This is an optimization exercise on Yosys and OpenROAD, whose aim is small area, not a production implementation.
In this exercise RTL edits were held to simulation tests only and were not proved equivalent to the original.
Power figures rest on the tool's default switching activity, not on a simulated workload.

oak:
==> flow/design.v <==
module rf_hold (
    input  logic ld,
    input  logic hold,
    input  logic d,
    input  logic q,
    output logic y
);
    assign y = (ld & d) | (hold & q);
endmodule
module rf_aoi222 (
    input  logic [2:0] s,
    input  logic [2:0] d,
    output logic y
);
    assign y = ~((s[0] & d[0]) | (s[1] & d[1]) | (s[2] & d[2]));
endmodule
module rf_and3 (
    input  logic a,
    input  logic b,
    input  logic c,
    output logic y
);
    assign y = a & b & c;
endmodule
module rf_and2 (
    input  logic a,
    input  logic b,
    output logic y
);
    assign y = a & b;
endmodule
module rf_nand2 (
    input  logic a,
    input  logic b,
    output logic y
);
    assign y = ~(a & b);
endmodule
module rf_rbit (
    input  logic [31:0] s,
    input  logic [31:0] d,
    output logic y
);
    logic [10:0] n;
    for (genvar g = 0; g < 10; g++) begin : g_aoi
        rf_aoi222 u (.s(s[3*g+2:3*g]), .d(d[3*g+2:3*g]), .y(n[g]));
    end
    rf_aoi222 u_last (.s({s[31], s[31:30]}), .d({d[31], d[31:30]}), .y(n[10]));
    assign y = ~&n;
endmodule
module RegisterFile #(
    parameter DATA_WIDTH = 32,
    parameter NUM_REGISTERS = 32
)(
    input logic clk,
    input logic rst,
    input logic [4:0] readRegister1,
    input logic [4:0] readRegister2,
    input logic [4:0] writeRegister,
    input logic [DATA_WIDTH-1:0] writeData,
    input logic writeEnable,
    output logic [DATA_WIDTH-1:0] readData1,
    output logic [DATA_WIDTH-1:0] readData2
);
    logic [DATA_WIDTH-1:0] registers [0:NUM_REGISTERS-1];
    logic [DATA_WIDTH-1:0] nextRegisters [0:NUM_REGISTERS-1];
    logic [NUM_REGISTERS-1:0] valid;
    logic [NUM_REGISTERS-1:0] wsel;
    logic [NUM_REGISTERS-1:0] sel1 [0:1];
    logic [NUM_REGISTERS-1:0] sel2 [0:1];
    logic [NUM_REGISTERS-1:0] ld   [0:1];
    logic [NUM_REGISTERS-1:0] hold [0:1];
    logic [DATA_WIDTH-1:0] rd1, rd2;
    logic [NUM_REGISTERS-1:0] col [0:DATA_WIDTH-1];
    logic [3:0] r1_lo, r2_lo, w_lo;
    logic [7:0] r1_hi, r2_hi, w_hi;
    always_comb begin
        for (int k = 0; k < 4; k++) begin
            r1_lo[k] = (readRegister1[1:0] == k);
            r2_lo[k] = (readRegister2[1:0] == k);
            w_lo[k]  = (writeRegister[1:0] == k) && writeEnable;
        end
        for (int k = 0; k < 8; k++) begin
            r1_hi[k] = (readRegister1[4:2] == k);
            r2_hi[k] = (readRegister2[4:2] == k);
            w_hi[k]  = (writeRegister[4:2] == k);
        end
        for (int i = 0; i < NUM_REGISTERS; i++)
            wsel[i] = w_lo[i % 4] && w_hi[i / 4];
        for (int b = 0; b < DATA_WIDTH; b++)
            for (int i = 0; i < NUM_REGISTERS; i++)
                col[b][i] = registers[i][b];
    end
    for (genvar h = 0; h < 2; h++) begin : g_half
        for (genvar i = 0; i < NUM_REGISTERS; i++) begin : g_dec
            rf_and3  u_sel1 (.a(r1_lo[i % 4]), .b(r1_hi[i / 4]), .c(valid[i]), .y(sel1[h][i]));
            rf_and3  u_sel2 (.a(r2_lo[i % 4]), .b(r2_hi[i / 4]), .c(valid[i]), .y(sel2[h][i]));
            rf_and2  u_ld   (.a(w_lo[i % 4]),  .b(w_hi[i / 4]), .y(ld[h][i]));
            rf_nand2 u_hold (.a(w_lo[i % 4]),  .b(w_hi[i / 4]), .y(hold[h][i]));
        end
    end
    for (genvar i = 0; i < NUM_REGISTERS; i++) begin : g_row
        for (genvar b = 0; b < DATA_WIDTH; b++) begin : g_bit
            rf_hold u_hold (
                .ld(ld[b / 16][i]), .hold(hold[b / 16][i]), .d(writeData[b]),
                .q(registers[i][b]), .y(nextRegisters[i][b])
            );
        end
    end
    for (genvar b = 0; b < DATA_WIDTH; b++) begin : g_rd
        rf_rbit u_rd1 (.s(sel1[b / 16]), .d(col[b]), .y(rd1[b]));
        rf_rbit u_rd2 (.s(sel2[b / 16]), .d(col[b]), .y(rd2[b]));
    end
    always_ff @(posedge clk) begin
        for (int i = 0; i < NUM_REGISTERS; i++) begin
            registers[i] <= nextRegisters[i];
        end
    end
    always_ff @(posedge clk or posedge rst) begin
        if (rst) begin
            valid <= '0;
            readData1 <= '0;
            readData2 <= '0;
        end else begin
            readData1 <= rd1;
            readData2 <= rd2;
            valid <= valid | wsel;
        end
    end
endmodule
export LEC_CHECK = 0
export CAP_MARGIN = 20
export CORE_MARGIN = 2
export CORE_UTILIZATION = 55
export GPL_TIMING_DRIVEN = 0
export SLEW_MARGIN = 20
export SYNTH_HIERARCHICAL = 1
create_clock -name core_clock -period 4.0 [get_ports {clk}]
standard.sh (not shown) runs the stock make flow with config.mk's settings and CLKGATE_MAP_FILE= SYNTH_SCRIPT=/design/flow/synth_recipe.tcl, a recipe that flattens the netlist after the stock synthesis.
==> flow/flow/run.sh <==
#!/bin/bash
# The standard layout (standard.sh) with these changes, passed to the
# ORFS scripts through make variables and their environment:
# - synthesis is the standard one, run unchanged;
# - the port buffers are the smallest buffer (buf_1);
# - clock tree synthesis uses clkbuf_16 only, clusters of up to 25 sinks
#   within 80 um, and adds no dummy loads;
# - after synthesis the large buffers and inverters are don't-use, so that
#   repair_design buffers the wide select nets with small cells.
# Each step's output goes to its own log file here (synth.log, layout.log);
# ORFS's per-step logs are under orfs/logs/.
set -e
PLATFORM_DONT_USE="sky130_fd_sc_hd__probe_p_8 sky130_fd_sc_hd__probec_p_8 sky130_fd_sc_hd__lpflow_bleeder_1 sky130_fd_sc_hd__lpflow_clkbufkapwr_1 sky130_fd_sc_hd__lpflow_clkbufkapwr_16 sky130_fd_sc_hd__lpflow_clkbufkapwr_2 sky130_fd_sc_hd__lpflow_clkbufkapwr_4 sky130_fd_sc_hd__lpflow_clkbufkapwr_8 sky130_fd_sc_hd__lpflow_clkinvkapwr_1 sky130_fd_sc_hd__lpflow_clkinvkapwr_16 sky130_fd_sc_hd__lpflow_clkinvkapwr_2 sky130_fd_sc_hd__lpflow_clkinvkapwr_4 sky130_fd_sc_hd__lpflow_clkinvkapwr_8 sky130_fd_sc_hd__lpflow_decapkapwr_12 sky130_fd_sc_hd__lpflow_decapkapwr_3 sky130_fd_sc_hd__lpflow_decapkapwr_4 sky130_fd_sc_hd__lpflow_decapkapwr_6 sky130_fd_sc_hd__lpflow_decapkapwr_8 sky130_fd_sc_hd__lpflow_inputiso0n_1 sky130_fd_sc_hd__lpflow_inputiso0p_1 sky130_fd_sc_hd__lpflow_inputiso1n_1 sky130_fd_sc_hd__lpflow_inputiso1p_1 sky130_fd_sc_hd__lpflow_inputisolatch_1 sky130_fd_sc_hd__lpflow_isobufsrc_1 sky130_fd_sc_hd__lpflow_isobufsrc_16 sky130_fd_sc_hd__lpflow_isobufsrc_2 sky130_fd_sc_hd__lpflow_isobufsrc_4 sky130_fd_sc_hd__lpflow_isobufsrc_8 sky130_fd_sc_hd__lpflow_isobufsrckapwr_16 sky130_fd_sc_hd__lpflow_lsbuf_lh_hl_isowell_tap_1 sky130_fd_sc_hd__lpflow_lsbuf_lh_hl_isowell_tap_2 sky130_fd_sc_hd__lpflow_lsbuf_lh_hl_isowell_tap_4 sky130_fd_sc_hd__lpflow_lsbuf_lh_isowell_4 sky130_fd_sc_hd__lpflow_lsbuf_lh_isowell_tap_1 sky130_fd_sc_hd__lpflow_lsbuf_lh_isowell_tap_2 sky130_fd_sc_hd__lpflow_lsbuf_lh_isowell_tap_4"
EXTRA_DONT_USE="sky130_fd_sc_hd__buf_6 sky130_fd_sc_hd__buf_8 sky130_fd_sc_hd__buf_12 sky130_fd_sc_hd__buf_16 sky130_fd_sc_hd__bufbuf_8 sky130_fd_sc_hd__bufbuf_16 sky130_fd_sc_hd__bufinv_8 sky130_fd_sc_hd__bufinv_16 sky130_fd_sc_hd__inv_8 sky130_fd_sc_hd__inv_12 sky130_fd_sc_hd__inv_16 sky130_fd_sc_hd__clkinv_8 sky130_fd_sc_hd__clkinv_16"
export BUFFER_PORTS_ARGS="-buffer_cell sky130_fd_sc_hd__buf_1"
export CTS_ARGS="-sink_clustering_enable -repair_clock_nets -dont_use_dummy_load -buf_list {sky130_fd_sc_hd__clkbuf_16} -sink_clustering_size 25 -sink_clustering_max_diameter 80"
bash standard.sh synth > synth.log 2>&1
bash standard.sh "DONT_USE_CELLS=$PLATFORM_DONT_USE $EXTRA_DONT_USE" finish > layout.log 2>&1
oak reached the end of the flow, and the finished layout is clean on the timing, DRC and antenna checks.
diff inputs: oak => maple
==> flow/design.v, changed modules only <==
module rf_aoi22 (
    input  logic [1:0] s,
    input  logic [1:0] d,
    output logic y
);
    assign y = ~((s[0] & d[0]) | (s[1] & d[1]));
endmodule
module rf_rbit (
    input  logic [31:0] s,
    input  logic [31:0] d,
    output logic y
);
    logic [10:0] n;
    for (genvar g = 0; g < 10; g++) begin : g_aoi
        rf_aoi222 u (.s(s[3*g+2:3*g]), .d(d[3*g+2:3*g]), .y(n[g]));
    end
    rf_aoi22 u_last (.s(s[31:30]), .d(d[31:30]), .y(n[10]));
    assign y = ~&n;
endmodule
Findings:
Relative to oak, wire length the detailed router placed on met1 has decreased by about 1.1% in maple.
maple vs oak on non-clock buffer count: maple is the lower one.
oak tops out at a higher clock frequency than maple.
Design area delta for maple relative to oak: 0.42% higher
Between oak and maple, the power figures differ only marginally.
[compare] base=oak new=maple: net total in the final layout has remained practically unchanged, count of cell types in the netlist has increased.

## static timing again, ports no longer ideal
Ports are ideal in the flow. The routed layouts listed here were re-timed in OpenROAD.
Step 1, drivers: a clkbuf_16 drives clk and a buf_2 each remaining input, both assumed.
Step 2 times the ports against the registers' clock, not the clock port: input delays grow and output delays shrink by t, the midpoint of the rising clock arrivals with the driver on.
a / b / c = ideal ports / drivers / drivers and shift; a / b = the first two.
run	shift t [ns]	slack for setup (ns)	worst setup path at the end	worst register clock-pin slew, ns	cell pins on the clock port's net
oak	0.724	0.600 / 0.651 / -0.073	input to register	0.11 / 0.11	1
maple	0.721	0.502 / 0.549 / -0.172	input to register	0.10 / 0.10	1
Met with ideal ports but missed after step 2: setup timing in oak and maple. For maple, which loses most, drivers alone change the setup slack by +0.047 ns; drivers and shift together by -0.674 ns.
